Background: an optimization exercise with open tools, aiming at small area. Do not read the settings as production practice.
In this exercise RTL edits were held to simulation tests only and were not proved equivalent to the original.
Power figures rest on the tool's default switching activity, not on a simulated workload.

===== flow/flow/run.sh =====
#!/bin/bash
# Own layout flow.
# 1. the standard synthesis (its registers and names are kept).
# 2. Area-oriented re-synthesis: every module of the design is synthesised on
#    its own with ABC's deep resynthesis, with eight random seeds; for each
#    module the smallest result is kept; the design is then flattened. Its
#    flip-flops get the standard synthesis's names (same Yosys naming), which
#    is checked, and a Yosys equivalence proof against the standard netlist
#    must pass. If either check fails, the standard netlist's combinational
#    logic is re-mapped by ABC instead (remap.tcl), or, failing that, the
#    standard netlist is used as it is.
# 3. the standard layout, with small port buffers and a clock tree of
#    small buffers without dummy loads.
set -uo pipefail
W=$(pwd)
R=$W/orfs/results/$FLOW_PLATFORM/stoch_power_iter/base
LIB=$FLOW_HOME/platforms/$FLOW_PLATFORM/lib/sky130_fd_sc_hd__tt_025C_1v80.lib
export LIB

bash standard.sh synth > $W/log_synth.txt 2>&1 || exit 1
cp $R/1_2_yosys.v $W/std_synth.v

use_netlist() {
    cp "$1" $R/1_2_yosys.v
    rm -f $R/1_synth.odb $R/1_synth.sdc
    echo "netlist: $1" >> $W/log_choice.txt
}

ff_names() {
    grep -o 'sky130_fd_sc_hd__dfxtp_1 [^ ]*' "$1" | sort
}

check_netlist() {
    # same flip-flops (names and cells) as the standard synthesis, and equivalent
    ff_names $W/std_synth.v > $W/ff_std.txt
    ff_names "$1" > $W/ff_new.txt
    cmp -s $W/ff_std.txt $W/ff_new.txt || { echo "$1: flip-flops differ" >> $W/log_choice.txt; return 1; }
    STD_NETLIST=$W/std_synth.v NETLIST="$1" OUT_EQ="$1.eq.txt" \
        timeout 1200 yosys -c $W/flow/eq.tcl > "$1.eq.log" 2>&1 \
        || { echo "$1: equivalence not proven" >> $W/log_choice.txt; return 1; }
    return 0
}

# 2. per-module synthesis, eight seeds, four at a time
for wave in "1 2 3 4" "5 6 7 8"; do
    for s in $wave; do
        sed "s/@SEED@/$s/" $W/flow/pm.abc > $W/pm_$s.abc
        DESIGN=$W/design.v FAMAP=$W/flow/fa_map.v ABC_SCRIPT=$W/pm_$s.abc \
            OUT_STAT=$W/pm_stat_$s.txt OUT_NETLIST=$W/pm_net_$s.v \
            timeout 1200 yosys -c $W/flow/pm.tcl > $W/log_pm_$s.txt 2>&1 &
    done
    wait
done
args=()
for s in 1 2 3 4 5 6 7 8; do
    [[ -s $W/pm_stat_$s.txt && -s $W/pm_net_$s.v ]] && args+=($W/pm_stat_$s.txt $W/pm_net_$s.v)
done
done_ok=0
if (( ${#args[@]} > 0 )) && python3 $W/flow/assemble.py $W/pm_asm.v "${args[@]}" > $W/log_assemble.txt 2>&1; then
    IN_NETLIST=$W/pm_asm.v OUT_STAT=$W/pm_flat_stat.txt OUT_NETLIST=$W/pm_flat.v \
        yosys -c $W/flow/flat.tcl > $W/log_flat.txt 2>&1 \
        && check_netlist $W/pm_flat.v && use_netlist $W/pm_flat.v && done_ok=1
fi

# fallback: re-map the standard netlist's combinational logic
if (( ! done_ok )); then
    for s in 1 2 3 4; do
        sed "s/@SEED@/$s/" $W/flow/remap.abc > $W/remap_$s.abc
        STD_NETLIST=$W/std_synth.v OUT_NETLIST=$W/remap_$s.v ABC_SCRIPT=$W/remap_$s.abc \
            timeout 1200 yosys -c $W/flow/remap.tcl > $W/log_remap_$s.txt 2>&1 &
    done
    wait
    best=""
    best_area=""
    for s in 1 2 3 4; do
        a=$(grep "Chip area for top module" $W/log_remap_$s.txt | tail -1 | awk '{print $NF}')
        [[ -n "$a" && -s $W/remap_$s.v ]] || continue
        if [[ -z "$best" ]] || awk -v a="$a" -v b="$best_area" 'BEGIN { exit !(a < b) }'; then
            best=$s
            best_area=$a
        fi
    done
    if [[ -n "$best" ]] && check_netlist $W/remap_$best.v; then
        use_netlist $W/remap_$best.v
        done_ok=1
    fi
fi
(( done_ok )) || echo "netlist: standard synthesis" >> $W/log_choice.txt

bash standard.sh \
    "BUFFER_PORTS_ARGS=-buffer_cell sky130_fd_sc_hd__buf_1" \
    "CTS_ARGS=-sink_clustering_enable -repair_clock_nets -dont_use_dummy_load -buf_list sky130_fd_sc_hd__clkbuf_2" \
    finish > $W/log_layout.txt 2>&1

===== flow/flow/assemble.py =====
#!/usr/bin/env python3
"""Build one hierarchical netlist from several per-module syntheses of the same
design, taking for each module the smallest implementation.
usage: assemble.py OUT.v STAT1 NET1 [STAT2 NET2 ...]"""
import re
import sys

out = sys.argv[1]
pairs = list(zip(sys.argv[2::2], sys.argv[3::2]))


def stat_areas(path):
    areas = {}
    for line in open(path):
        m = re.match(r"\s*Chip area for module '(.*)': ([0-9.]+)", line)
        if m:
            name = m.group(1)
            if name.startswith("\\"):
                name = name[1:]
            areas[name] = float(m.group(2))
    return areas


def modules(path):
    text = open(path).read()
    mods = {}
    for m in re.finditer(r"^module\s+(\S+)\s*\(.*?^endmodule\s*$", text, re.M | re.S):
        name = m.group(1)
        if name.startswith("\\"):
            name = name[1:]
        mods[name] = m.group(0)
    return mods


runs = [(stat_areas(s), modules(n)) for s, n in pairs]
names = set(runs[0][1])
for _, mods in runs:
    if set(mods) != names:
        sys.exit("runs differ in their modules")
total = 0.0
with open(out, "w") as f:
    for name in sorted(names):
        best = min(range(len(runs)), key=lambda i: runs[i][0].get(name, 0.0))
        area = runs[best][0].get(name, 0.0)
        total += area
        print(f"{name}: run {best + 1}, area {area:.1f}")
        f.write(runs[best][1][name] + "\n")

===== flow/flow/eq.tcl =====
# Prove that NETLIST does what the standard synthesis STD_NETLIST does.
yosys read_liberty -ignore_miss_func $::env(LIB)
yosys read_verilog $::env(STD_NETLIST)
yosys rename $::env(FLOW_TOP) gold
yosys read_verilog $::env(NETLIST)
yosys rename $::env(FLOW_TOP) gate
yosys flatten gold gate
yosys opt_clean
yosys equiv_make gold gate eq
yosys hierarchy -top eq
yosys equiv_simple -seq 2
yosys equiv_induct
yosys tee -o $::env(OUT_EQ) equiv_status -assert

===== flow/flow/fa_map.v =====
module stoch_fa(a, b, c, s, co);
input a, b, c;
output s, co;
sky130_fd_sc_hd__fa_1 fa(.A(a), .B(b), .CIN(c), .SUM(s), .COUT(co));
endmodule

===== flow/flow/flat.tcl =====
yosys read_liberty -lib $::env(LIB)
yosys read_verilog $::env(IN_NETLIST)
yosys hierarchy -check -top $::env(FLOW_TOP)
yosys flatten
# share identical gates of different module instances (not flip-flops)
yosys opt_merge -share_all t:sky130_fd_sc_hd__dfxtp_1 %n
yosys splitnets
yosys opt_clean -purge
yosys hilomap -singleton -hicell sky130_fd_sc_hd__conb_1 HI -locell sky130_fd_sc_hd__conb_1 LO
yosys tee -o $::env(OUT_STAT) stat -liberty $::env(LIB)
yosys write_verilog -noattr -nohex -nodec $::env(OUT_NETLIST)

===== flow/flow/pm.abc =====
strash
&get -n
&st
&syn2
&deepsyn -T 30 -S @SEED@
&dch -f
&put
amap
topo

===== flow/flow/pm.tcl =====
# Per-module synthesis of the design for area: each module is mapped on its
# own by ABC (with the seed in ABC_SCRIPT); full adders are the library cell.
set LIB $::env(LIB)
yosys read_liberty -lib $LIB
yosys read_verilog $::env(DESIGN)
yosys delete stoch_fa
yosys read_verilog $::env(FAMAP)
yosys hierarchy -check -top $::env(FLOW_TOP)
yosys synth -top $::env(FLOW_TOP) -nofsm -noshare -noabc
yosys rename -wire
yosys dfflibmap -liberty $LIB -dont_use *lpflow*
yosys opt
yosys abc -liberty $LIB -dont_use *probe* -dont_use *lpflow* -script $::env(ABC_SCRIPT)
yosys opt_clean -purge
yosys tee -o $::env(OUT_STAT) stat -liberty $LIB
yosys write_verilog -noattr -nohex -nodec $::env(OUT_NETLIST)

===== flow/flow/remap.abc =====
strash
&get -n
&st
&syn2
&deepsyn -T 60 -S @SEED@
&dch -f
&put
amap
topo

===== flow/flow/remap.tcl =====
# Re-map the combinational cells of the standard synthesis with ABC.
# Flip-flops stay as they are (same instances, names and cell types).
yosys read_liberty -ignore_miss_func $::env(LIB)
yosys read_verilog $::env(STD_NETLIST)
yosys hierarchy -top $::env(FLOW_TOP)
yosys setattr -mod -set keep_hierarchy 1 sky130_fd_sc_hd__dfxtp_1 sky130_fd_sc_hd__fa_1
yosys flatten
yosys opt_clean
yosys stat
yosys abc -liberty $::env(LIB) -dont_use *probe* -dont_use *lpflow* -script $::env(ABC_SCRIPT)
yosys opt_clean -purge
yosys hilomap -singleton -hicell sky130_fd_sc_hd__conb_1 HI -locell sky130_fd_sc_hd__conb_1 LO
yosys stat -liberty $::env(LIB)
yosys select $::env(FLOW_TOP)
yosys write_verilog -noattr -nohex -nodec -selected $::env(OUT_NETLIST)

===== flow/standard.sh =====
#!/bin/bash
# synth_recipe.tcl (not shown) runs the flow's synth.tcl, then flattens the netlist and writes it again
# the make line also repeats each setting of config.mk as NAME=value (left out here)
make -C /OpenROAD-flow-scripts/flow DESIGN_CONFIG=/design/flow/config.mk WORK_HOME=/design/flow/orfs CLKGATE_MAP_FILE= SYNTH_SCRIPT=/design/flow/synth_recipe.tcl "${@:-finish}"

===== flow/config.mk =====
export PLATFORM = sky130hd
export DESIGN_NAME = stoch_power_iter
export DESIGN_NICKNAME = stoch_power_iter
export VERILOG_FILES = /design/flow/design.v
export SDC_FILE = /design/flow/constraint.sdc
export NUM_CORES = 4
export LEC_CHECK = 0
export CAP_MARGIN = 20
export CORE_MARGIN = 2
export CORE_UTILIZATION = 40
export SLEW_MARGIN = 20

===== flow/constraint.sdc =====
create_clock -name core_clock -period 25.0 [get_ports {CLK}]
set_input_delay 5.0000 -clock core_clock [delete_from_list [all_inputs] [get_ports {CLK}]]
set_output_delay 5.0000 -clock core_clock [all_outputs]
set_load 0.01 [all_outputs]

===== flow/design.v =====
`timescale 1ns / 1ps
module fibonacci_lfsr_64(CLK, nRST, r);
parameter SEED = 64'hFEEDBABEDEADBEEF;
localparam [72:0] POL = 73'h0AAAAAAAAAAAAAAAAAA;
localparam [72:0] INIT = {9'd0, SEED} ^ POL;
input CLK, nRST;
output [8:0] r;
reg [72:0] s;
wire shift_in = s[63] ^ s[62] ^ s[60] ^ s[59];
always @(posedge CLK) begin
    if (!nRST) s <= INIT;
    else s <= {~s[71:0], shift_in};
end
assign r = s[72:64] ^ POL[72:64];
endmodule
`timescale 1ns / 1ps
module stoch_decorr(CLK, nRST, a, rq, y);
input CLK, nRST;
input a;
input [4:0] rq;      
output y;
reg [3:0] k;
reg buf0_n, buf1;
assign y = buf1;
wire [5:0] g;
assign g[1] = rq[0];
genvar i;
generate
    for (i = 1; i < 5; i = i + 1) begin : cmp
        assign g[i+1] = (rq[i] & ~k[i-1]) | (rq[i] & g[i]) | (~k[i-1] & g[i]);
    end
endgenerate
wire shift_in = ~g[5];
wire en = a ? (~y | (&k)) : (y & (|k));
wire [4:0] t;
assign t[0] = en;
generate
    for (i = 0; i < 4; i = i + 1) begin : cnt
        assign t[i+1] = t[i] & ~(k[i] ^ a);
    end
endgenerate
always @(posedge CLK) begin
    if (!nRST) begin
        k <= 4'd0;
        buf0_n <= 1'b1;
        buf1 <= 1'b0;
    end
    else begin
        k <= k ^ t[3:0];
        buf0_n <= ~shift_in;
        buf1 <= ~buf0_n;
    end
end
endmodule
`timescale 1ns / 1ps
module stoch_decorr_mat(CLK, nRST, A, rq, Y);
parameter N = 2;
input CLK, nRST;
input [N-1:0] A;
input [4:0] rq;
output [N-1:0] Y;
genvar i;
generate
    for (i = 0; i < N; i = i + 1) begin : el
        stoch_decorr decorr(
            .CLK(CLK),
            .nRST(nRST),
            .a(A[i]),
            .rq(rq),
            .y(Y[i])
            );
    end
endgenerate
endmodule
`timescale 1ns / 1ps
module stoch_fa(a, b, c, s, co);
input a, b, c;
output s, co;
assign s = a ^ b ^ c;
assign co = (a & b) | (a & c) | (b & c);
endmodule
module stoch_dot_prod(CLK, nRST, u, v, y);
input CLK, nRST;
input [7:0] u, v;
output y;
wire [7:0] c = u & v;
reg [7:0] q;
wire [7:0] nw;
wire s1, s2, s3, s5, k1, k2, k3, k4, k5, k6, k7;
wire [7:3] cy;
stoch_fa fa1(c[0], c[1], c[2], s1, k1);
stoch_fa fa2(c[3], c[4], c[5], s2, k2);
stoch_fa fa3(c[6], c[7], q[0], s3, k3);
stoch_fa fa4(s1, s2, s3, nw[0], k4);
stoch_fa fa5(k1, k2, k3, s5, k5);
stoch_fa fa6(s5, k4, q[1], nw[1], k6);
stoch_fa fa7(k5, k6, q[2], nw[2], k7);
assign cy[3] = k7;
genvar i;
generate
    for (i = 3; i < 8; i = i + 1) begin : inc
        assign nw[i] = q[i] ^ cy[i];
        if (i < 7) assign cy[i+1] = q[i] & cy[i];
    end
endgenerate
assign y = ~nw[7] & (|nw[6:0]);
wire [7:0] bw;
wire [7:0] nxt;
assign bw[0] = y;
generate
    for (i = 0; i < 7; i = i + 1) begin : dec
        assign nxt[i] = nw[i] ^ bw[i];
        assign bw[i+1] = bw[i] & ~nw[i];
    end
endgenerate
assign nxt[7] = nw[7];
always @(posedge CLK) begin
    if (!nRST) q <= 8'd0;
    else q <= nxt;
end
endmodule
`timescale 1ns / 1ps
module stoch_matrix_mult(CLK, nRST, A, B, Y);
parameter NUM_ROWS = 2;
parameter NUM_MID = 2;
input CLK, nRST;
input [(NUM_ROWS*NUM_MID)-1:0] A;
input [NUM_MID-1:0] B;
output [NUM_ROWS-1:0] Y;
genvar i;
generate
    for (i = 0; i < NUM_ROWS; i = i + 1) begin : row
        stoch_dot_prod dot_prod(
            .CLK(CLK),
            .nRST(nRST),
            .u(A[(i*NUM_MID) +: NUM_MID]),
            .v(B),
            .y(Y[i])
            );
    end
endgenerate
endmodule
`timescale 1ns / 1ps
module stoch_square_root(CLK, nRST, a, r, rq, y);
input CLK, nRST;
input a;
input [8:0] r;
input [4:0] rq;
output y;
reg [7:0] m;
reg b_and;
wire y_decorr;
stoch_decorr decorr(
    .CLK(CLK),
    .nRST(nRST),
    .a(y),
    .rq(rq),
    .y(y_decorr)
    );
wire inc = a & ~b_and;
wire dec = ~a & b_and;
wire is_max = ~m[7] & (&m[6:0]);           
wire is_min = m[7] & ~m[4] & ~m[3];        
wire [8:0] all1, all0;
assign all1[0] = 1'b1;
assign all0[0] = 1'b1;
genvar i;
generate
    for (i = 0; i < 8; i = i + 1) begin : chain
        assign all1[i+1] = all1[i] & m[i];
        assign all0[i+1] = all0[i] & ~m[i];
    end
endgenerate
wire [7:0] t = ({8{inc}} & all1[7:0]) | ({8{dec & ~is_min}} & all0[7:0]);
wire [7:0] next_m = (inc & is_max) ? 8'hE7 : (m ^ t);
wire [7:0] g;
assign g[0] = 1'b0;
generate
    for (i = 0; i < 7; i = i + 1) begin : cmp
        assign g[i+1] = (next_m[i] & ~r[i+2]) | (next_m[i] & g[i]) | (~r[i+2] & g[i]);
    end
endgenerate
assign y = ~next_m[7] & g[7];
always @(posedge CLK) begin
    if (!nRST) begin
        m <= 8'd0;
        b_and <= 1'b0;
    end
    else begin
        m <= next_m;
        b_and <= y & y_decorr;
    end
end
endmodule
`timescale 1ns / 1ps
module stoch_l2_norm(CLK, nRST, u, r, rq, y);
parameter VEC_LEN = 2;
input CLK, nRST;
input [VEC_LEN-1:0] u;
input [8:0] r;
input [4:0] rq;
output y;
wire [VEC_LEN-1:0] u_decorr;
wire y_sq;
stoch_decorr_mat #(.N(VEC_LEN)) decorr(
    .CLK(CLK),
    .nRST(nRST),
    .A(u),
    .rq(rq),
    .Y(u_decorr)
    );
stoch_dot_prod dot_prod(
    .CLK(CLK),
    .nRST(nRST),
    .u(u),
    .v(u_decorr),
    .y(y_sq)
    );
stoch_square_root sq_root(
    .CLK(CLK),
    .nRST(nRST),
    .a(y_sq),
    .r(r),
    .rq(rq),
    .y(y)
    );
endmodule
`timescale 1ns / 1ps
module stoch_div(CLK, nRST, a, b, r, y);
input CLK, nRST;
input a, b;
input [4:0] r;       
output y;
reg [9:0] n;
reg b_and;
wire inc = a & ~b_and;
wire dec = ~a & b_and;
wire is_max = ~n[9] & (&n[8:0]);                   
wire is_min = n[9] & ~n[5] & ~n[4] & ~n[0];        
wire [10:0] all1, all0;
assign all1[0] = 1'b1;
assign all0[0] = 1'b1;
genvar i;
generate
    for (i = 0; i < 10; i = i + 1) begin : chain
        assign all1[i+1] = all1[i] & n[i];
        assign all0[i+1] = all0[i] & ~n[i];
    end
endgenerate
wire [9:0] t = ({10{inc}} & all1[9:0]) | ({10{dec & ~is_min}} & all0[9:0]);
wire [9:0] next_n = (inc & is_max) ? 10'h3CE : (n ^ t);
wire [5:0] g;
assign g[0] = 1'b0;
generate
    for (i = 0; i < 5; i = i + 1) begin : cmp
        assign g[i+1] = (next_n[i] & ~r[i]) | (next_n[i] & g[i]) | (~r[i] & g[i]);
    end
endgenerate
assign y = ~next_n[9] & ((|next_n[8:5]) | g[5]);
always @(posedge CLK) begin
    if (!nRST) begin
        n <= 10'd0;
        b_and <= 1'b0;
    end
    else begin
        n <= next_n;
        b_and <= y & b;
    end
end
endmodule
`timescale 1ns / 1ps
module stoch_div_mat(CLK, nRST, A, B, r, Y);
parameter N = 2;
input CLK, nRST;
input [N-1:0] A, B;
input [4:0] r;
output [N-1:0] Y;
genvar i;
generate
    for (i = 0; i < N; i = i + 1) begin : el
        stoch_div div(
            .CLK(CLK),
            .nRST(nRST),
            .a(A[i]),
            .b(B[i]),
            .r(r),
            .y(Y[i])
            );
    end
endgenerate
endmodule
`timescale 1ns / 1ps
module stoch_power_iter(CLK, nRST, A, v, w, sigma, u);
parameter NUM_ROWS = 8;
parameter NUM_COLS = 8;
input CLK, nRST;
input [(NUM_ROWS*NUM_COLS)-1:0] A;
input [NUM_COLS-1:0] v;
output [NUM_ROWS-1:0] w;
output sigma;
output [NUM_ROWS-1:0] u;
wire [8:0] r;
wire [4:0] rq = {r[7:4], |r[3:0]};
fibonacci_lfsr_64 lfsr(
    .CLK(CLK),
    .nRST(nRST),
    .r(r)
    );
stoch_matrix_mult #(.NUM_ROWS(NUM_ROWS), .NUM_MID(NUM_COLS)) mv(
    .CLK(CLK),
    .nRST(nRST),
    .A(A),
    .B(v),
    .Y(w)
    );
stoch_l2_norm #(.VEC_LEN(NUM_ROWS)) norm(
    .CLK(CLK),
    .nRST(nRST),
    .u(w),
    .r(r),
    .rq(rq),
    .y(sigma)
    );
stoch_div_mat #(.N(NUM_ROWS)) div(
    .CLK(CLK),
    .nRST(nRST),
    .A(w),
    .B({NUM_ROWS{sigma}}),
    .r(r[5:1]),
    .Y(u)
    );
endmodule

==> results of run 1 <==
cells in the final DEF (no fill, tap or decap), drive strengths merged, types with 26 or more instances in the layout:
cell type	n
and2	72
a311oi	26
dfxtp	296
o22ai	29
nor3	70
fa	63
o21ai	117
o211ai	26
buf	95
clkbuf	80
nor2	277
clkinv	131
a21oi	146
o21a	33
nand2	197
registers in the layout (all words and copies together), names as in the netlist:
register                      count
div.el.div.b_and                  8
div.el.div.n                     80
lfsr.s                           73
mv.row.dot_prod.q                64
norm.decorr.el.decorr.buf0_n      8
norm.decorr.el.decorr.buf1        8
norm.decorr.el.decorr.k          32
norm.dot_prod.q                   8
norm.sq_root.b_and                1
norm.sq_root.decorr.buf0_n        1
norm.sq_root.decorr.buf1          1
norm.sq_root.decorr.k             4
norm.sq_root.m                    8
per-layer routing:
metal,vias up,routed length [um]
li1,6412,-
met1,5645,14700
met2,311,14500
met3,64,1760
met4,0,797
met5,-,0
power breakdown:
part	internal (mW)	total (mW)	switching (mW)	leakage [nW]
logic	0.325	0.803	0.478	2.88
clock network	0.0828	0.254	0.171	0.332
registers	0.575	0.647	0.0720	2.43
final cells by class:
cell class	count	area (um2)
timing repair buffer	95	377
multi-input combinational	1288	7700
fill	3414	19200
clock buffer	80	400
sequential	296	5930
tap	455	569
inverter	132	500
antenna	2	5.00
per-stage QoR:
step	cell area, um2	utilization	setup slack, ns	instances
after CTS	15500	0.447	6.19	2346
final	15500	0.447	6.17	2348
after global placement	15100	0.435	6.43	2266
after floorplan	14100	-	7.55	1716
after global routing	15500	0.447	5.42	2348
after detailed placement	15100	0.435	6.21	2266
path summary, 6_finish.rpt:
path	slack (ns)	to	start
setup / recovery	6.17	sigma	v[7]
hold / removal	0.34	norm.decorr.el[5].decorr.buf1	norm.decorr.el[5].decorr.buf0_n
setup reg to reg	15.57	norm.sq_root.decorr.k[2]	mv.row[4].dot_prod.q[0]
hold reg to reg	0.34	norm.decorr.el[5].decorr.buf1	norm.decorr.el[5].decorr.buf0_n
worst max-delay path, delay by kind of cell:
kind	cells	cell delay, ns
AO/OA/AOI/OAI	9	2.23
adder cells (fa/ha/maj)	8	3.58
buffers and inverters	4	0.72
AND/OR/NAND/NOR	13	2.29
==> impl_metrics.csv, run 1 <==
group,metric,value,unit
critical_path,startpoint_type,"input pin",
global_routing,antenna_found_initial,2,
place,io_buffer_count,90,
routing,dr.pass1.iters,5,
global_routing,globalRoute.totalOverflow,0,
yosys,ys_warn_count,5,
power,highest_ir_drop_seen_on_vdd,0.0000629,V
floorplanning,pin_count,91,
routing,routed_wl,31700,um
clocking,htree_levels,3,
timing,maxClockFrequency,0.0531,GHz
critical_path,setup.worst_path.class,"input pin to output pin",
clocking,hold_buffers_post_cts,0,
yosys,mappedNetlistNets,1853,
routing,via_count,12432,
global_routing,globalRouteTotalUtil,0.177,
critical_path,worstRegToRegCells,36,
final_layout,flow.area_growth_from_synthesis,9.61,%
timing,hold_viol,0,
timing,tightestPinTransition,1.02,ns
global_routing,vias_in_the_first_global_route,11854,
routing,drc,0,
floorplanning,chip_width,192,um
clocking,cts-buffers-inserted,80,
floorplanning,core.rowCount,68,
timing,setup_violations_final,0,
clocking,cts_num_sinks,296,
timing,slew_headroom,0.323,
global_routing,grt.busiest_layer,"met2",
worst_hold_path,timing.hold.worst_path_depth,1,
clocking,buffers_inserted_by_post_cts_timing_repair,0,
final_layout,nNetsFinal,2030,
timing,fin_setup_tns,0,ns
global_routing,grt_first_pass_wirelength,53700,um
yosys,mean_instance_size_in_the_synthesized_netlist,8.23,um2
routing,ant_nets_after_route,0,
floorplanning,core_area,34600,um2
clocking,clockBufferDepth,3,
timing,timing_max_transition_violations_final,0,
global_routing,grt_util_met1,0.225,
global_routing,grt_start_max_net_pins,129,
power,design_power_total,1.70,mW
clocking,cts_tree,"built",
place,gp_routability_congestion,0.856,
timing,finalHoldWorstSlack,0.343,ns
critical_path,crit_top_cell,"sky130_fd_sc_hd__fa_1",
floorplanning,start_util,0.408,
critical_path,cp_max_fo,13,
power,p_per_area,110,nW/um2
global_routing,grt_use_met2,0.292,
timing,worst_clock_skew,0.110,ns
critical_path,critPathSlowestCell,"sky130_fd_sc_hd__o211a_1",
yosys,synth.cell_area,14100,um2
yosys,syn_inst,1716,
power,leakage,5.65,nW
worst_hold_path,hp-class,"register to register",
clocking,worst_skew_pair.late_latency,0.87,ns
floorplanning,die_y,192,um
clocking,post_cts_resized,0,
critical_path,cp.arrival,13.83,ns
routing,detail_route.vias_per_cell,5.29,
routing,drtIter0Drc,621,
timing,setup_repair_after_global_routing_missed_its_margin,"false",
place,detailedPlacementHpwl,22200,um
timing,min_period,18.83,ns
critical_path,worstPathRequired,20.00,ns
critical_path,critical_path.endpoint_type,"output pin",
run_status,status,"timing/DRC/antenna clean",
flow_run,drv_cap,0,
global_routing,grtUsageMet3,0.0393,
clocking,cts_root_buffer,"sky130_fd_sc_hd__clkbuf_2",
floorplanning,die_area,36800,um2
timing,post-route-period-util,0.753,
final_layout,final_layout_size_suffix_gt1_frac,0.0460,
critical_path,slowest_stage_delay_on_critical_path,0.60,ns
routing,avgRoutedWirePerCell,13.5,um
clocking,clock_pin_slew_worst_setup_and_hold_paths,0.10,ns
==> inputs of run 2 (changes only) <==
--- a/flow/flow/run.sh
+++ b/flow/flow/run.sh
@@ -4,3 +4,4 @@
 # 2. Area-oriented re-synthesis: every module of the design is synthesised on
-#    its own with ABC's deep resynthesis, with eight random seeds; for each
+#    its own with ABC's deep resynthesis (eight random seeds, two mappers:
+#    sixteen runs); for each
 #    module the smallest result is kept; the design is then flattened. Its
@@ -43,9 +44,10 @@
 
-# 2. per-module synthesis, eight seeds, four at a time
-for wave in "1 2 3 4" "5 6 7 8"; do
-    for s in $wave; do
-        sed "s/@SEED@/$s/" $W/flow/pm.abc > $W/pm_$s.abc
-        DESIGN=$W/design.v FAMAP=$W/flow/fa_map.v ABC_SCRIPT=$W/pm_$s.abc \
-            OUT_STAT=$W/pm_stat_$s.txt OUT_NETLIST=$W/pm_net_$s.v \
-            timeout 1200 yosys -c $W/flow/pm.tcl > $W/log_pm_$s.txt 2>&1 &
+# 2. per-module synthesis: sixteen runs (eight seeds, two mappers), four at a time
+for wave in "1 2 3 4" "5 6 7 8" "9 10 11 12" "13 14 15 16"; do
+    for c in $wave; do
+        if (( c <= 8 )); then m=amap; else m=nf; fi
+        sed "s/@SEED@/$(( (c - 1) % 8 + 1 ))/" $W/flow/pm_$m.abc > $W/pm_$c.abc
+        DESIGN=$W/design.v FAMAP=$W/flow/fa_map.v ABC_SCRIPT=$W/pm_$c.abc \
+            OUT_STAT=$W/pm_stat_$c.txt OUT_NETLIST=$W/pm_net_$c.v \
+            timeout 1200 yosys -c $W/flow/pm.tcl > $W/log_pm_$c.txt 2>&1 &
     done
@@ -54,4 +56,4 @@
 args=()
-for s in 1 2 3 4 5 6 7 8; do
-    [[ -s $W/pm_stat_$s.txt && -s $W/pm_net_$s.v ]] && args+=($W/pm_stat_$s.txt $W/pm_net_$s.v)
+for c in $(seq 1 16); do
+    [[ -s $W/pm_stat_$c.txt && -s $W/pm_net_$c.v ]] && args+=($W/pm_stat_$c.txt $W/pm_net_$c.v)
 done
==> flow/flow/pm_amap.abc (new file) <==
strash
&get -n
&st
&syn2
&deepsyn -T 30 -S @SEED@
&dch -f
&put
amap
topo
==> flow/flow/pm_nf.abc (new file) <==
strash
&get -n
&st
&syn2
&deepsyn -T 30 -S @SEED@
&dch -f
&nf -R 1000
&put
topo
removed: flow/flow/pm.abc
==> impl_metrics.csv, run 2 <==
group,metric,value,unit
clocking,worst_skew_pair.late_latency,0.87,ns
timing,min_period,18.83,ns
clocking,htree_levels,3,
timing,fin_setup_tns,0,ns
final_layout,layout_commonest_cell,"sky130_fd_sc_hd__dfxtp_1",
critical_path,critical-path-top-delay-family,"adder cells",
routing,detail_route.vias_per_cell,5.29,
routing,avgRoutedWirePerCell,13.5,um
routing,via_count,12432,
power,highest_ir_drop_seen_on_vdd,0.0000629,V
timing,setup_repair_after_global_routing_missed_its_margin,"false",
final_layout,layout.cells.most_common_list,"296 x sky130_fd_sc_hd__dfxtp_1, 277 x sky130_fd_sc_hd__nor2_1, 197 x sky130_fd_sc_hd__nand2_1",
timing,hold_viol,0,
final_layout,nNetsFinal,2030,
global_routing,globalRouteTotalUtil,0.177,
floorplanning,core.rowCount,68,
critical_path,critPathSlowestCell,"sky130_fd_sc_hd__o211a_1",
clocking,cts_root_buffer,"sky130_fd_sc_hd__clkbuf_2",
yosys,mean_instance_size_in_the_synthesized_netlist,8.23,um2
clocking,buffers_inserted_by_post_cts_timing_repair,0,
critical_path,cp.arrival,13.83,ns
clocking,clock_pin_slew_worst_setup_and_hold_paths,0.10,ns
clocking,cts_tree,"built",
critical_path,startpoint_type,"input pin",
floorplanning,die_area,36800,um2
routing,routed_wl,31700,um
final_layout,largestRegisters,"div.el.div.n: 80 flops, lfsr.s: 73 flops, mv.row.dot_prod.q: 64 flops",
yosys,syn_inst,1716,
floorplanning,core_area,34600,um2
routing,ant_nets_after_route,0,
place,place_ws,6.21,ns
clocking,hold_buffers_post_cts,0,
run_status,status,"timing/DRC/antenna clean",
yosys,mappedNetlistNets,1853,
place,gp_routability_congestion,0.856,
critical_path,cp_max_fo,13,
timing,slew_headroom,0.323,
timing,maxClockFrequency,0.0531,GHz
clocking,cts_num_sinks,296,
timing,post-route-period-util,0.753,
yosys,ys_warn_count,5,
global_routing,antenna_found_initial,2,
power,leakage,5.65,nW
critical_path,worstPathRequired,20.00,ns
place,io_buffer_count,90,
global_routing,vias_in_the_first_global_route,11854,
clocking,post_cts_resized,0,
floorplanning,start_util,0.408,
power,p_per_area,110,nW/um2
final_layout,largest_register,"div.el.div.n",
clocking,clockBufferDepth,3,
critical_path,slowest_stage_delay_on_critical_path,0.60,ns
timing,worst_clock_skew,0.110,ns
routing,drc,0,
floorplanning,pin_count,91,
timing,tightestPinTransition,1.02,ns
routing,dr.pass1.iters,5,
global_routing,grt_start_max_net_pins,129,
final_layout,flow.area_growth_from_synthesis,9.61,%
clocking,cts-buffers-inserted,80,
timing,worst_slack,6.17,ns
yosys,synth.cell_area,14100,um2
floorplanning,die_y,192,um
global_routing,grt_first_pass_wirelength,53700,um
floorplanning,chip_width,192,um
timing,timing_max_transition_violations_final,0,
flow_run,drv_cap,0,
timing,finalHoldWorstSlack,0.343,ns
critical_path,setup.worst_path.class,"input pin to output pin",
global_routing,globalRoute.totalOverflow,0,
timing,setup_violations_final,0,
critical_path,crit_top_cell,"sky130_fd_sc_hd__fa_1",
critical_path,path_buf_inv,4,
final_layout,largest_register_ffs,80,
routing,drtIter0Drc,621,
critical_path,critical_path.endpoint_type,"output pin",
worst_hold_path,hp-class,"register to register",
place,detailedPlacementHpwl,22200,um
final_layout,final_layout_size_suffix_gt1_frac,0.0460,
[run 2: cell counts in the layout (fill, tap and decap cells not counted)]
No cell type changed its count.
[run 2: metrics by stage]
| stage | instance area, um2 | power, mW | utilization | instances |
|---|---|---|---|---|
| after global placement | 15100 | 1.45 | 0.435 | 2266 |
| after detailed placement | 15100 | 1.46 | 0.435 | 2266 |
| after floorplan | 14100 | 1.27 | - | 1716 |
| final | 15500 | 1.70 | 0.447 | 2348 |
| after CTS | 15500 | 1.73 | 0.447 | 2346 |
| after global routing | 15500 | 1.87 | 0.447 | 2348 |
[run 2: layer usage]
metal,share of wire,GRT usage
met1,0.46,0.225
met2,0.46,0.292
met3,0.055,0.0393
met4,0.025,0.0725
met5,0,0
[run 2: final timing paths]
| kind | from | end | slack [ns] | cells after the start |
|---|---|---|---|---|
| setup reg to reg | mv.row[4].dot_prod.q[0] | norm.sq_root.decorr.k[2] | 15.57 | 36 |
| hold reg to reg | norm.decorr.el[5].decorr.buf0_n | norm.decorr.el[5].decorr.buf1 | 0.34 | 1 |
| setup / recovery | v[7] | sigma | 6.17 | 34 |
| hold / removal | norm.decorr.el[5].decorr.buf0_n | norm.decorr.el[5].decorr.buf1 | 0.34 | 1 |
[run 2: power breakdown]
group          total (mW)  internal (mW)  switching [mW]
registers           0.647          0.575          0.0720
logic               0.803          0.325           0.478
clock network       0.254         0.0828           0.171
[run 2: layout make-up]
type / count / area (um2)
sequential: 296 / 5930
antenna: 2 / 5.00
tap: 455 / 569
clock buffer: 80 / 400
multi-input combinational: 1288 / 7700
timing repair buffer: 95 / 377
fill: 3414 / 19200
inverter: 132 / 500
==> inputs of run 3 (changes only) <==
--- a/flow/config.mk
+++ b/flow/config.mk
@@ -9,3 +9,4 @@
 export CORE_MARGIN = 2
-export CORE_UTILIZATION = 40
+export CORE_UTILIZATION = 60
+export PLACE_DENSITY = 0.7
 export SLEW_MARGIN = 20
==> impl_metrics.csv, run 3 <==
group,metric,value,unit
run_status,status,"timing/DRC/antenna clean",
flow_run,drv_cap,0,
global_routing,globalRouteTotalUtil,0.250,
power,p_sw_frac,0.421,
floorplanning,die_y,157,um
routing,via_count,12498,
critical_path,critPathSlowestCell,"sky130_fd_sc_hd__fa_1",
final_layout,share_of_the_core_filled_with_cells_in_the_final_layout,0.657,
timing,maxClockFrequency,0.0537,GHz
yosys,syn_inst,1716,
critical_path,worstPathRequired,20.00,ns
power,p_per_area,111,nW/um2
global_routing,antenna_found_initial,1,
critical_path,slowest_stage_delay_on_critical_path,0.50,ns
yosys,mean_instance_size_in_the_synthesized_netlist,8.23,um2
routing,drtIter0Drc,844,
clocking,post_cts_resized,0,
timing,finalHoldWorstSlack,0.272,ns
critical_path,crit_top_cell,"sky130_fd_sc_hd__fa_1",
final_layout,largest_register,"div.el.div.n",
power,leakage,5.63,nW
global_routing,vias_in_the_first_global_route,11520,
critical_path,startpoint_type,"input pin",
power,power_switching,0.713,mW
clocking,cts_root_buffer,"sky130_fd_sc_hd__clkbuf_2",
final_layout,largest_register_ffs,80,
worst_hold_path,timing.hold.worst_path_depth,1,
routing,drc,0,
clocking,cts_num_sinks,296,
place,detailedPlacementHpwl,21200,um
critical_path,regToRegEndpoint,"norm.sq_root.decorr.k[2]",
timing,min_period,18.63,ns
floorplanning,core_area,23300,um2
critical_path,worstRegToRegCells,38,
clocking,worst_skew_pair.late_latency,0.84,ns
final_layout,layout_commonest_cell,"sky130_fd_sc_hd__dfxtp_1",
worst_hold_path,holdPathEnd,"lfsr.s[49]",
final_layout,largestRegisters,"div.el.div.n: 80 flops, lfsr.s: 73 flops, mv.row.dot_prod.q: 64 flops",
clocking,cts-buffers-inserted,78,
critical_path,cp.arrival,13.63,ns
place,place_inst,2129,
power,power_frac_seq,0.382,
critical_path,setup.worst_path.class,"input pin to output pin",
floorplanning,pin_count,91,
routing,ant_nets_after_route,0,
final_layout,final_layout_size_suffix_gt1_frac,0.0450,
final_layout,num-fill-cells,2104,
timing,post-route-period-util,0.745,
power,highest_ir_drop_seen_on_vdd,0.0000693,V
power,power.clock.fraction,0.147,
critical_path,reg2reg_slack,15.80,ns
final_layout,post-route-cell-area,15300,um2
clocking,htree_levels,3,
power,design_power_total,1.69,mW
clocking,clock_pin_slew_worst_setup_and_hold_paths,0.09,ns
critical_path,timing.rr.start,"mv.row[5].dot_prod.q[0]",
timing,worst_clock_skew,0.146,ns
timing,hold_viol,0,
critical_path,critical_path.endpoint_type,"output pin",
final_layout,register_area,5930,um2
clocking,buffers_inserted_by_post_cts_timing_repair,0,
routing,detail_route.vias_per_cell,5.66,
place,io_buffer_count,90,
timing,setup_repair_after_global_routing_missed_its_margin,"false",
final_layout,multi_input_comb_area,7700,um2
routing,dr.pass1.iters,6,
power,internal_power,0.980,mW
routing,avgRoutedWirePerCell,13.7,um
yosys,ys_warn_count,5,
final_layout,layout.cells.most_common_list,"295 x sky130_fd_sc_hd__dfxtp_1, 277 x sky130_fd_sc_hd__nor2_1, 197 x sky130_fd_sc_hd__nand2_1",
timing,tightestPinTransition,0.936,ns
worst_hold_path,hp-class,"register to register",
routing,routed_wl,30300,um
global_routing,grt_first_pass_wirelength,51100,um
final_layout,nNetsFinal,2027,
floorplanning,core.rowCount,56,
global_routing,globalRoute.totalOverflow,0,
floorplanning,chip_width,157,um
timing,worst_slack,6.37,ns
global_routing,grt_start_max_net_pins,99,
clocking,hold_buffers_post_cts,0,
critical_path,cp_max_fo,13,
timing,fin_setup_tns,0,ns
timing,timing_max_transition_violations_final,0,
floorplanning,start_util,0.607,
timing,setup_violations_final,0,
power,combinational_share_of_power,0.471,
worst_hold_path,hold_start,"lfsr.s[48]",
clocking,cts_tree,"built",
timing,slew_headroom,0.376,
place,placement.cell_area,14900,um2
floorplanning,die_area,24800,um2
place,place_ws,6.37,ns
final_layout,instances_no_fill,2208,
final_layout,flow.area_growth_from_synthesis,8.27,%
yosys,synth.cell_area,14100,um2
yosys,mappedNetlistNets,1853,
clocking,clockBufferDepth,3,
place,gp_routability_congestion,0.854,
## run 3: worst max-delay path: cells and delay by family
family	cells	cell delay (ns)
AO/OA/AOI/OAI	9	1.99
AND/OR/NAND/NOR	13	2.45
adder cells (fa/ha/maj)	8	3.59
buffers and inverters	3	0.58
## run 3: power groups by stage
stage	logic, mW	registers, mW	clock network, mW
finish	0.798	0.647	0.249
global route	0.909	0.660	0.282
CTS	0.794	0.645	0.262
detailed placement	0.791	0.655	0
global placement	0.778	0.655	0
floorplan	0.627	0.639	0
## run 3: how the worst max path moves through the flow
stage	to	slack (ns)	from	cells past startpoint
4_1_cts	sigma	6.35	v[0]	34
6_report	sigma	6.37	v[2]	33
2_1_floorplan	sigma	7.55	v[0]	31
5_1_grt	sigma	5.77	v[2]	33
3_3_place_gp	sigma	6.56	v[0]	33
3_5_place_dp	sigma	6.37	v[0]	33
## run 3: per-layer routing
metal	global-route usage	part of all wire
met1	0.328	0.47
met3	0.0493	0.055
met5	0	0
met4	0.0779	0.019
met2	0.418	0.45
## run 3: cell type report
type / count / area share
diodes: 1 / 0.000164
clock buffers: 78 / 0.0255
inverters: 132 / 0.0327
multi-input cells: 1288 / 0.504
flip-flops and latches: 296 / 0.388
well taps: 319 / 0.0261
repair buffers: 94 / 0.0241
==> inputs of run 4 (changes only) <==
--- a/flow/design.v
+++ b/flow/design.v
@@ -3,13 +3,14 @@
 parameter SEED = 64'hFEEDBABEDEADBEEF;
-localparam [72:0] POL = 73'h0AAAAAAAAAAAAAAAAAA;
-localparam [72:0] INIT = {9'd0, SEED} ^ POL;
+localparam [63:0] PRE_SEED = {SEED[0] ^ SEED[63] ^ SEED[61] ^ SEED[60], SEED[63:1]};
+localparam [71:0] POL = 72'hAAAAAAAAAAAAAAAAAA;
+localparam [71:0] INIT = {8'd0, PRE_SEED} ^ POL;
 input CLK, nRST;
 output [8:0] r;
-reg [72:0] s;
-wire shift_in = s[63] ^ s[62] ^ s[60] ^ s[59];
+reg [71:0] q;
+wire shift_in = q[63] ^ q[62] ^ q[60] ^ q[59];
 always @(posedge CLK) begin
-    if (!nRST) s <= INIT;
-    else s <= {~s[71:0], shift_in};
+    if (!nRST) q <= INIT;
+    else q <= {~q[70:0], shift_in};
 end
-assign r = s[72:64] ^ POL[72:64];
+assign r = q[71:63] ^ POL[71:63];
 endmodule
==> impl_metrics.csv, run 4 <==
group,metric,value,unit
global_routing,grt_first_pass_wirelength,51600,um
critical_path,crit_top_cell,"sky130_fd_sc_hd__fa_1",
timing,hold_viol,0,
clocking,cts_tree,"built",
final_layout,largest_register,"div.el.div.n",
routing,via_count,12484,
power,leakage,5.64,nW
global_routing,antenna_found_initial,1,
run_status,status,"timing/DRC/antenna clean",
place,gp_routability_congestion,0.854,
floorplanning,die_area,24700,um2
final_layout,largestRegisters,"div.el.div.n: 80 flops, lfsr.q: 72 flops, mv.row.dot_prod.q: 64 flops",
power,combinational_share_of_power,0.471,
final_layout,share_of_the_core_filled_with_cells_in_the_final_layout,0.656,
place,detailedPlacementHpwl,21400,um
yosys,mean_instance_size_in_the_synthesized_netlist,8.22,um2
clocking,clock_pin_slew_worst_setup_and_hold_paths,0.09,ns
routing,dr.pass1.iters,8,
critical_path,setup.worst_path.class,"input pin to output pin",
floorplanning,pin_count,91,
timing,fin_setup_tns,0,ns
floorplanning,die_y,157,um
floorplanning,core_area,23300,um2
critical_path,critPathSlowestCell,"sky130_fd_sc_hd__fa_1",
clocking,buffers_inserted_by_post_cts_timing_repair,0,
routing,detail_route.vias_per_cell,5.65,
timing,maxClockFrequency,0.0534,GHz
timing,post-route-period-util,0.749,
yosys,synth.cell_area,14100,um2
final_layout,register_area,5910,um2
routing,avgRoutedWirePerCell,13.8,um
critical_path,slowest_stage_delay_on_critical_path,0.53,ns
timing,setup_repair_after_global_routing_missed_its_margin,"false",
final_layout,largest_register_ffs,80,
routing,drtIter0Drc,869,
final_layout,layout_commonest_cell,"sky130_fd_sc_hd__dfxtp_1",
routing,ant_nets_after_route,0,
critical_path,critical_path.endpoint_type,"output pin",
power,internal_power,0.980,mW
timing,timing_max_transition_violations_final,0,
critical_path,cp_max_fo,13,
clocking,htree_levels,3,
worst_hold_path,hp-class,"register to register",
timing,tightestPinTransition,0.901,ns
timing,worst_clock_skew,0.157,ns
power,design_power_total,1.69,mW
clocking,worst_skew_pair.late_latency,0.86,ns
power,power.clock.fraction,0.147,
timing,min_period,18.73,ns
global_routing,grt_start_max_net_pins,70,
global_routing,globalRoute.totalOverflow,0,
power,power_frac_seq,0.382,
clocking,post_cts_resized,0,
final_layout,nNetsFinal,2027,
global_routing,vias_in_the_first_global_route,11715,
place,io_buffer_count,90,
critical_path,startpoint_type,"input pin",
clocking,clockBufferDepth,3,
floorplanning,chip_width,157,um
flow_run,drv_cap,0,
final_layout,final_layout_size_suffix_gt1_frac,0.0450,
final_layout,multi_input_comb_area,7690,um2
yosys,mappedNetlistNets,1852,
critical_path,path_buf_inv,3,
yosys,ys_warn_count,5,
timing,slew_headroom,0.398,
timing,setup_violations_final,0,
power,p_sw_frac,0.420,
floorplanning,start_util,0.606,
critical_path,critical-path-top-delay-family,"adder cells",
clocking,cts-buffers-inserted,78,
routing,routed_wl,30500,um
critical_path,worstPathRequired,20.00,ns
final_layout,flow.area_growth_from_synthesis,8.33,%
critical_path,cp.arrival,13.73,ns
power,highest_ir_drop_seen_on_vdd,0.0000596,V
clocking,cts_num_sinks,295,
floorplanning,core.rowCount,56,
clocking,hold_buffers_post_cts,0,
final_layout,num-fill-cells,2022,
power,p_per_area,111,nW/um2
yosys,syn_inst,1715,
routing,drc,0,
final_layout,layout.cells.most_common_list,"295 x sky130_fd_sc_hd__dfxtp_1, 255 x sky130_fd_sc_hd__nor2_1, 218 x sky130_fd_sc_hd__nand2_1",
clocking,cts_root_buffer,"sky130_fd_sc_hd__clkbuf_2",
global_routing,globalRouteTotalUtil,0.253,
power,power_switching,0.710,mW
[run 4: routing by layer]
metal,up-vias,share of wire,GRT usage
met5,-,0,0
met3,58,0.052,0.0485
met2,270,0.47,0.427
li1,6398,-,-
met4,0,0.019,0.0896
met1,5758,0.46,0.324
[run 4: worst register-to-register path, delay by kind of cell (launching register included)]
family	cells	cell delay, ns
adders and majority gates	8	3.56
and+or+nand+nor	15	2.72
AOI/OAI and AO/OA	11	2.45
DFF	1	0.32
buffers and inverters	2	0.22
[run 4: through the flow]
| stage | cells | cell area [um2] | worst slack, ns | hold slack, ns |
|---|---|---|---|---|
| after global routing | 2208 | 15300 | 5.51 | 0.305 |
| after detailed placement | 2129 | 14900 | 6.34 | 0.347 |
| after floorplan | 1715 | 14100 | 7.55 | 0.343 |
| after CTS | 2207 | 15300 | 6.32 | 0.275 |
| final | 2208 | 15300 | 6.27 | 0.278 |
| after global placement | 2129 | 14900 | 6.54 | 0.345 |
[run 4: power groups by stage]
stage                     Combinational (mW)  Sequential (mW)  Clock, mW
final                                  0.796            0.645      0.248
after global routing                   0.911            0.658      0.284
after CTS                              0.796            0.644      0.263
after detailed placement               0.791            0.654          0
after global placement                 0.775            0.653          0
after floorplan                        0.625            0.637          0
[run 4: worst paths after layout]
check,startpoint,to,slack [ns],cells after the start
worst min register to register,lfsr.q[51],lfsr.q[52],0.28,1
worst max-delay path,v[1],sigma,6.27,33
worst max register to register,mv.row[2].dot_prod.q[0],norm.sq_root.decorr.k[2],15.58,36
worst min-delay path,lfsr.q[51],lfsr.q[52],0.28,1
[run 4: cell type report]
cell class                 instances  area share
multi-input combinational       1287       0.504
sequential                       295       0.387
inverter                         133      0.0329
tap                              319      0.0261
clock buffer                      78      0.0256
timing repair buffer              95      0.0248
antenna                            1    0.000164
==> inputs of run 5 (changes only) <==
--- a/flow/design.v
+++ b/flow/design.v
@@ -150,4 +150,6 @@
 output y;
-reg [7:0] m;
-reg b_and;
+reg [7:0] ms;
+reg b_and_n;
+wire [7:0] m = ms ^ 8'h80;
+wire b_and = ~b_and_n;
 wire y_decorr;
@@ -186,8 +188,8 @@
     if (!nRST) begin
-        m <= 8'd0;
-        b_and <= 1'b0;
+        ms <= 8'h80;
+        b_and_n <= 1'b1;
     end
     else begin
-        m <= next_m;
-        b_and <= y & y_decorr;
+        ms <= next_m ^ 8'h80;
+        b_and_n <= ~(y & y_decorr);
     end
@@ -234,4 +236,6 @@
 output y;
-reg [9:0] n;
-reg b_and;
+reg [9:0] ns;
+reg b_and_n;
+wire [9:0] n = ns ^ 10'h200;
+wire b_and = ~b_and_n;
 wire inc = a & ~b_and;
@@ -262,8 +266,8 @@
     if (!nRST) begin
-        n <= 10'd0;
-        b_and <= 1'b0;
+        ns <= 10'h200;
+        b_and_n <= 1'b1;
     end
     else begin
-        n <= next_n;
-        b_and <= y & b;
+        ns <= next_n ^ 10'h200;
+        b_and_n <= ~(y & b);
     end
==> impl_metrics.csv, run 5 <==
group,metric,value,unit
worst_hold_path,hp-class,"register to register",
critical_path,path_buf_inv,4,
floorplanning,core.rowCount,55,
global_routing,globalRoute.totalOverflow,0,
routing,detail_route.vias_per_cell,5.62,
final_layout,post-route-cell-area,15200,um2
power,power.clock.fraction,0.146,
clocking,cts_num_sinks,295,
floorplanning,start_util,0.615,
critical_path,critPathSlowestCell,"sky130_fd_sc_hd__fa_1",
critical_path,cp_max_fo,10,
clocking,worst_skew_pair.late_latency,0.85,ns
timing,min_period,18.64,ns
global_routing,globalRouteTotalUtil,0.247,
final_layout,largest_register_ffs,80,
global_routing,grt_first_pass_wirelength,50400,um
yosys,mean_instance_size_in_the_synthesized_netlist,8.32,um2
flow_run,drv_cap,0,
power,p_sw_frac,0.420,
routing,routed_wl,29700,um
critical_path,setup.worst_path.class,"input pin to output pin",
final_layout,final_layout_size_suffix_gt1_frac,0.0463,
timing,worst_slack,6.36,ns
critical_path,critical_path.endpoint_type,"output pin",
clocking,cts_root_buffer,"sky130_fd_sc_hd__clkbuf_2",
timing,finalHoldWorstSlack,0.347,ns
final_layout,share_of_the_core_filled_with_cells_in_the_final_layout,0.666,
run_status,status,"timing/DRC/antenna clean",
routing,highest-signal-layer,"met4",
clocking,cts_tree,"built",
final_layout,nNetsFinal,1996,
clocking,buffers_inserted_by_post_cts_timing_repair,0,
clocking,htree_levels,3,
routing,avgRoutedWirePerCell,13.7,um
power,combinational_share_of_power,0.473,
power,leakage,5.73,nW
routing,met1Wirelength,13800,um
floorplanning,die_y,157,um
critical_path,slowest_stage_delay_on_critical_path,0.51,ns
final_layout,instances_no_fill,2171,
floorplanning,core_area,22800,um2
critical_path,startpoint_type,"input pin",
floorplanning,pin_count,91,
power,highest_ir_drop_seen_on_vdd,0.0000554,V
timing,maxClockFrequency,0.0537,GHz
place,gp_routability_congestion,0.846,
final_layout,largestRegisters,"div.el.div.ns: 80 flops, lfsr.q: 72 flops, mv.row.dot_prod.q: 64 flops",
global_routing,antenna_found_initial,1,
yosys,syn_inst,1684,
routing,ant_nets_after_route,0,
timing,slew_headroom,0.428,
final_layout,layout.cells.most_common_list,"295 x sky130_fd_sc_hd__dfxtp_1, 254 x sky130_fd_sc_hd__nor2_1, 188 x sky130_fd_sc_hd__nand2_1",
clocking,hold_buffers_post_cts,0,
routing,wl_met2,13700,um
timing,tightestPinTransition,0.857,ns
timing,worst_clock_skew,0.153,ns
yosys,mappedNetlistNets,1821,
yosys,ys_warn_count,5,
routing,drc,0,
routing,met3RoutedLength,1530,um
clocking,post_cts_resized,0,
floorplanning,chip_width,157,um
clocking,clockBufferDepth,3,
routing,via_count,12211,
timing,setup_repair_after_global_routing_missed_its_margin,"false",
place,io_buffer_count,90,
routing,drtIter0Drc,676,
timing,timing_max_transition_violations_final,0,
power,p_per_area,111,nW/um2
final_layout,largest_register,"div.el.div.ns",
routing,dr.pass1.iters,5,
clocking,cts-buffers-inserted,76,
yosys,synth.cell_area,14000,um2
floorplanning,die_area,24600,um2
place,placement.cell_area,14800,um2
timing,fin_setup_tns,0,ns
global_routing,vias_in_the_first_global_route,11468,
critical_path,cp.arrival,13.64,ns
clocking,clock_pin_slew_worst_setup_and_hold_paths,0.10,ns
critical_path,crit_top_cell,"sky130_fd_sc_hd__fa_1",
critical_path,worstPathRequired,20.00,ns
critical_path,critical-path-top-delay-family,"adder cells",
power,power_frac_seq,0.382,
power,power_switching,0.705,mW
final_layout,flow.area_growth_from_synthesis,8.41,%
global_routing,grt_start_max_net_pins,76,
power,internal_power,0.974,mW
place,place_ws,6.39,ns
place,place_inst,2094,
place,detailedPlacementHpwl,20800,um
timing,setup_violations_final,0,
final_layout,layout_commonest_cell,"sky130_fd_sc_hd__dfxtp_1",
timing,hold_viol,0,
power,design_power_total,1.68,mW
timing,post-route-period-util,0.745,
[run 5: cell type report]
type | instances | area (um2)
well taps | 313 | 392
inverters | 95 | 359
diodes | 1 | 2.50
clock buffers | 76 | 380
multi-input cells | 1294 | 7750
fillers | 1999 | 7600
flip-flops and latches | 295 | 5910
repair buffers | 97 | 394
[run 5: power groups by stage]
stage	clock network, mW	registers [mW]	logic (mW)
2_1_floorplan	0	0.636	0.621
3_3_place_gp	0	0.649	0.770
3_5_place_dp	0	0.651	0.788
4_1_cts	0.258	0.640	0.793
5_1_grt	0.276	0.654	0.910
6_report	0.245	0.641	0.794
[run 5: routing by layer]
layer,global-route usage,vias to the layer above
met1,0.313,5538
met2,0.419,288
met5,0,-
met3,0.0443,59
li1,-,6326
met4,0.0939,0
[run 5: worst register-to-register path: cells and delay by family, from the launching register on]
| kind | cells | cell delay [ns] |
|---|---|---|
| buf+inv | 3 | 0.56 |
| simple gates | 12 | 2.36 |
| fa+ha+maj | 8 | 3.53 |
| compound gates | 10 | 2.27 |
| flops | 1 | 0.31 |
[run 5: worst paths after layout]
| kind | from | endpoint | slack, ns | depth (start not counted) |
|---|---|---|---|---|
| worst max-delay path | v[3] | sigma | 6.36 | 30 |
| worst min-delay path | lfsr.q[6] | lfsr.q[7] | 0.35 | 1 |
| worst max register to register | mv.row[6].dot_prod.q[0] | norm.sq_root.decorr.k[2] | 15.96 | 33 |
| worst min register to register | lfsr.q[6] | lfsr.q[7] | 0.35 | 1 |

separate check: timing with driven ports:
How much do the figures lean on ideal ports? The routed layouts below were timed once more, with nothing changed but the port constraints. Step 1, drivers: a clkbuf_16 drives CLK and a buf_2 each remaining input, both assumed. Step 2 adds t to the input delays and takes it off the output delays; t is the mean of the earliest and latest rising clock arrival at the registers after step 1. Input paths then give back, and output paths get back, about the clock's delay inside the block. Three values: ideal, step 1, step 2; two values: the first two.
| run | t (ns) | slack for setup (ns) | latest minus earliest clock arrival (ns) | worst data-port slew with drivers (ns) |
|---|---|---|---|---|
| run 1 | 0.865 | 6.170 / 6.149 / 6.149 | 0.111 / 0.112 | 0.04 |
| run 2 | 0.865 | 6.170 / 6.149 / 6.149 | 0.111 / 0.112 | 0.04 |
| run 3 | 0.814 | 6.373 / 6.350 / 6.350 | 0.152 / 0.152 | 0.04 |
| run 4 | 0.829 | 6.271 / 6.247 / 6.247 | 0.157 / 0.157 | 0.04 |
| run 5 | 0.824 | 6.364 / 6.342 / 6.342 | 0.171 / 0.171 | 0.04 |
After both steps every run listed still meets setup and hold. The setup slack of run 4, which loses most, moves by -0.024 ns with the drivers and by -0.024 ns with both steps.
